Background: an optimization exercise with open tools, aiming at small area. Do not read the settings as production practice.
Only simulation tests tie the RTL to the original design; equivalence was not proved.

Design pulse_arrays, start of the top module:
module pulse_arrays #(
    parameter   WIDTH_left     =   8,
    parameter   WIDTH_up       =   8,
    parameter   WIDTH_out      =   16,
    parameter   Mritx_M   =   4,
    parameter   Mritx_N   =   4,
    parameter   Mritx_L   =   4,
    parameter   Mritx_LOG2_size  =   10
)(
    input   clk,
    input   rst,
    input   wire    valid_left,
    input   wire    valid_up,
    input   wire  [31:0]   left,
    input   wire  [31:0]   up,
    output  reg     ready,
    output  wire  [63:0]   product
);
Size: roughly 1500 cells after synthesis, ~20000 um^2 of cells after synthesis.
export LEC_CHECK = 0
export CAP_MARGIN = 20
export CORE_MARGIN = 2
export CORE_UTILIZATION = 40
export CTS_BUF_LIST = sky130_fd_sc_hd__clkbuf_8
export CTS_CLUSTER_DIAMETER = 60
export CTS_CLUSTER_SIZE = 16
export PLACE_DENSITY = 0.6
export SLEW_MARGIN = 20
export SYNTH_HIERARCHICAL = 1
create_clock -name core_clock -period 5.0 [get_ports {clk}]
standard.sh (not shown) runs the stock make flow with config.mk's settings and CLKGATE_MAP_FILE= SYNTH_SCRIPT=/design/flow/synth_recipe.tcl, a recipe that flattens the netlist after the stock synthesis.
==> flow/flow/run.sh <==
#!/bin/bash
# The standard layout flow, with one change: the buffers that
# buffer_ports puts on every input and output port are the smallest buffer
# cell (buf_1) instead of the cell buffer_ports picks by default.
set -euo pipefail
export BUFFER_PORTS_ARGS="-buffer_cell sky130_fd_sc_hd__buf_1"
bash standard.sh finish > standard.log 2>&1
The starting point completed without violations.
Then changed:
==> flow/flow/run.sh (replaced) <==
#!/bin/bash
# The standard layout flow, with two changes:
# - the buffers that buffer_ports puts on every input and output port are the
#   smallest buffer cell (buf_1) instead of the cell buffer_ports picks;
# - clock tree synthesis inserts no dummy loads (its other arguments are the
#   ones the standard flow derives from config.mk).
set -euo pipefail
export BUFFER_PORTS_ARGS="-buffer_cell sky130_fd_sc_hd__buf_1"
export CTS_ARGS="-sink_clustering_enable -repair_clock_nets -sink_clustering_size 16 -sink_clustering_max_diameter 60 -buf_list sky130_fd_sc_hd__clkbuf_8 -dont_use_dummy_load"
bash standard.sh finish > standard.log 2>&1
Settings changed: CORE_UTILIZATION 40 to 60, PLACE_DENSITY 0.6 to 0.75.
Outcome: The new run finished with timing, DRC and antenna clean. Design area decreases by about 2.2%. Clock-buffer cell count drops by 5. First-iteration DRC count drops by 5.9%. Sequential cell count is unchanged.
Then changed:
Settings changed: CORE_UTILIZATION 60 to 40, PLACE_DENSITY 0.75 to 0.6.
Outcome: Wire length climbs by 5.2%. First-iteration DRC count shrinks by 4.1%. Synthesized area does not change. Global-route usage goes down by 6.3 points. Critical path depth stays the same. Synthesized cell count is unchanged. Setup slack degrades by 0.0083 ns.
Then changed:
--- a/flow/flow/run.sh
+++ b/flow/flow/run.sh
@@ -7,4 +7,4 @@
 set -euo pipefail
 export BUFFER_PORTS_ARGS="-buffer_cell sky130_fd_sc_hd__buf_1"
-export CTS_ARGS="-sink_clustering_enable -repair_clock_nets -sink_clustering_size 16 -sink_clustering_max_diameter 60 -buf_list sky130_fd_sc_hd__clkbuf_8 -dont_use_dummy_load"
+export CTS_ARGS="-sink_clustering_enable -repair_clock_nets -sink_clustering_size 10 -sink_clustering_max_diameter 50 -buf_list sky130_fd_sc_hd__clkbuf_4 -dont_use_dummy_load"
 bash standard.sh finish > standard.log 2>&1
Sequential share of layout area grows by 0.22 points.
Worst setup slack stays flat.
Wire length grows by about 0.6%.
Non-clock buffer count grows by 1.

========
Another version of the RTL of pulse_arrays (not shown whole).
Size: ~1500 cells after synthesis, roughly 520 flip-flops, roughly 130 I/O pins.
Settings: LEC_CHECK=0, CAP_MARGIN=20, CORE_MARGIN=2, CORE_UTILIZATION=40, CTS_BUF_LIST=sky130_fd_sc_hd__clkbuf_8, PLACE_DENSITY=0.6, SLEW_MARGIN=20, SYNTH_HIERARCHICAL=1; clock period 5.0 ns.
run.sh (not shown) runs the stock make flow with config.mk's settings and CLKGATE_MAP_FILE= SYNTH_SCRIPT=/design/flow/synth_recipe.tcl, a recipe that flattens the netlist after the stock synthesis.
Stock flow here: none of the scripts above is used.
The baseline completed with no timing, DRC or antenna violations.
Then changed:
==> flow/flow/run.sh (new file) <==
#!/bin/bash
# The standard layout flow, with one change: the buffers that
# buffer_ports puts on every input and output port are the smallest buffer
# cell (buf_1) instead of the cell buffer_ports picks by default.
set -euo pipefail
export BUFFER_PORTS_ARGS="-buffer_cell sky130_fd_sc_hd__buf_1"
bash standard.sh finish > standard.log 2>&1
==> flow/standard.sh (new file) <==
#!/bin/bash
# synth_recipe.tcl (not shown) runs the flow's synth.tcl, then flattens the netlist and writes it again
# the make line also repeats each setting of config.mk as NAME=value (left out here)
make -C /OpenROAD-flow-scripts/flow DESIGN_CONFIG=/design/flow/config.mk WORK_HOME=/design/flow/orfs CLKGATE_MAP_FILE= SYNTH_SCRIPT=/design/flow/synth_recipe.tcl "${@:-finish}"
Settings changed: CTS_CLUSTER_DIAMETER set to 60, CTS_CLUSTER_SIZE set to 16.
removed: flow/run.sh
The new run went through all stages and came out clean. Flip-flop and latch count stays the same. Design area goes down by 7.6%. Worst setup slack gains 5.6 ps. Wire length goes down by 3.3%. Critical path depth is unchanged. Count of clock-buffer cells in the layout goes down by 58. Die area stays the same. Worst hold slack gains 10 ps.

========
pulse_arrays again, from the RTL that the note above started with.
export LEC_CHECK = 0
export CAP_MARGIN = 20
export CORE_MARGIN = 2
export CORE_UTILIZATION = 40
export PLACE_DENSITY = 0.6
export SLEW_MARGIN = 20
export SYNTH_HIERARCHICAL = 1
create_clock -name core_clock -period 5.0 [get_ports {clk}]
Stock flow here: none of the scripts above is used.
The starting point completed with no timing, DRC or antenna violations.
==> next run, changes <==
CTS_BUF_LIST = sky130_fd_sc_hd__clkbuf_4   (was default)
- The changed run produced a clean layout
- hold slack got worse by 0.023 ns
- register-to-register slack got worse by 0.04 ns
- design area does not change
- synthesized area does not change
- clock skew increases by 0.046 ns
- global-route usage rises by 0.71 points
- synthesized cell count is unchanged
- utilization is unchanged
- cell count grows by about 6%
- non-clock buffer count stays the same

========
== red ==
Another version of the RTL of pulse_arrays (not shown whole).
Size in the first run: roughly 1,300 cells after synthesis, roughly 530 flip-flops, about 0.019 mm2 of cells after synthesis.
export LEC_CHECK = 0
export CAP_MARGIN = 20
export CORE_MARGIN = 2
export CORE_UTILIZATION = 60
export GPL_TIMING_DRIVEN = 0
export PLACE_DENSITY = 0.75
export SLEW_MARGIN = 20
export SYNTH_HIERARCHICAL = 1
create_clock -name core_clock -period 5.0 [get_ports {clk}]
standard.sh (not shown) runs the stock make flow with config.mk's settings and CLKGATE_MAP_FILE= SYNTH_SCRIPT=/design/flow/synth_recipe.tcl, a recipe that flattens the netlist after the stock synthesis.
==> flow/flow/run.sh <==
#!/bin/bash
# The standard layout flow (bash standard.sh), with two changes:
# - the buffers that buffer_ports puts on every input and output port are the
#   smallest buffer cell (buf_1) instead of the cell buffer_ports picks;
# - clock tree synthesis builds the tree from clkbuf_4 with sink clusters of
#   at most 10 sinks and 50 um, and inserts no dummy loads.
set -euo pipefail
export BUFFER_PORTS_ARGS="-buffer_cell sky130_fd_sc_hd__buf_1"
export CTS_ARGS="-sink_clustering_enable -repair_clock_nets -sink_clustering_size 10 -sink_clustering_max_diameter 50 -buf_list sky130_fd_sc_hd__clkbuf_4 -dont_use_dummy_load"
bash standard.sh finish > standard.log 2>&1
Changes in blue relative to red:
==> flow/flow/run.sh <==
#!/bin/bash
# The standard layout flow, with two changes:
# - the buffers that buffer_ports puts on every input and output port are the
#   smallest buffer cell (buf_1) instead of the cell buffer_ports picks;
# - clock tree synthesis inserts no dummy loads (its other arguments are the
#   ones the standard flow derives from config.mk).
set -euo pipefail
export BUFFER_PORTS_ARGS="-buffer_cell sky130_fd_sc_hd__buf_1"
export CTS_ARGS="-sink_clustering_enable -repair_clock_nets -sink_clustering_size 10 -sink_clustering_max_diameter 50 -buf_list sky130_fd_sc_hd__clkbuf_4 -dont_use_dummy_load"
bash standard.sh finish > standard.log 2>&1
-- flow/config.mk --
<<< red, line 9
export CORE_MARGIN = 2
export CORE_UTILIZATION = 60
export GPL_TIMING_DRIVEN = 0
export PLACE_DENSITY = 0.75
export SLEW_MARGIN = 20
>>> blue, line 9
export CORE_MARGIN = 2
export CORE_UTILIZATION = 60
export PLACE_DENSITY = 0.75
export SLEW_MARGIN = 20
### Flow results
blue: all stages complete, timing, DRC and antenna checks passed. Higher layout-stage area growth over the synthesis result was reported by blue, not red. Relative to red, the cell count after placement measured on blue has increased slightly. Comparing red and blue, the higher arrival time reported for the critical path endpoint is on red. Peak clock frequency supported by timing, red and blue: higher on blue. Against red, setup slack in blue came out better. Changes observed in blue relative to red: wire length on met2 +2.0%; number of synthesized register bits level. Compared to red, blue has final estimated routing congestion in global placement 0.029 lower.

[separate check: timing with driven ports]
The flow's constraints put no driver on any port. The routed layouts listed below were extracted and timed again, unchanged, in two steps. Step 1 assumes that a clkbuf_16 drives the clock port and a buf_2 every other input. Step 2 also shifts input and output timing later by t, the mid clock arrival at the registers, as if the neighbouring blocks saw the same clock. a / b / c = no drivers / after step 1 / after step 2; a / b = the first two.
run | t, ns | slack for setup (ns) | hold slack, ns | clock arrival spread, ns | cell pins on the clock port's net
the first run of note 1 | 0.678 | 0.244 / 0.244 / 0.244 | 0.315 / 0.315 / 0.315 | 0.027 / 0.028 | 1
the second run of note 1 | 0.639 | 0.225 / 0.225 / 0.225 | 0.250 / 0.250 / 0.250 | 0.088 / 0.088 | 1
the third run of note 1 | 0.635 | 0.217 / 0.217 / 0.217 | 0.276 / 0.276 / 0.276 | 0.097 / 0.097 | 1
the fourth run of note 1 | 0.868 | 0.219 / 0.219 / 0.219 | 0.235 / 0.235 / 0.235 | 0.132 / 0.132 | 1
the first run of note 2 | 0.703 | 0.225 / 0.225 / 0.225 | 0.307 / 0.307 / 0.307 | 0.037 / 0.037 | 1
the second run of note 2 | 0.678 | 0.230 / 0.230 / 0.230 | 0.317 / 0.317 / 0.317 | 0.025 / 0.025 | 1
the first run of note 3 | 0.653 | 0.238 / 0.238 / 0.238 | 0.311 / 0.311 / 0.311 | 0.023 / 0.023 | 1
the second run of note 3 | 0.960 | 0.202 / 0.202 / 0.202 | 0.288 / 0.288 / 0.288 | 0.073 / 0.072 | 1
red | 0.760 | 0.217 / 0.217 / 0.217 | 0.255 / 0.255 / 0.255 | 0.135 / 0.136 | 1
blue | 0.764 | 0.246 / 0.246 / 0.246 | 0.184 / 0.184 / 0.184 | 0.145 / 0.145 | 1
After both steps setup and hold are still met in every run listed.
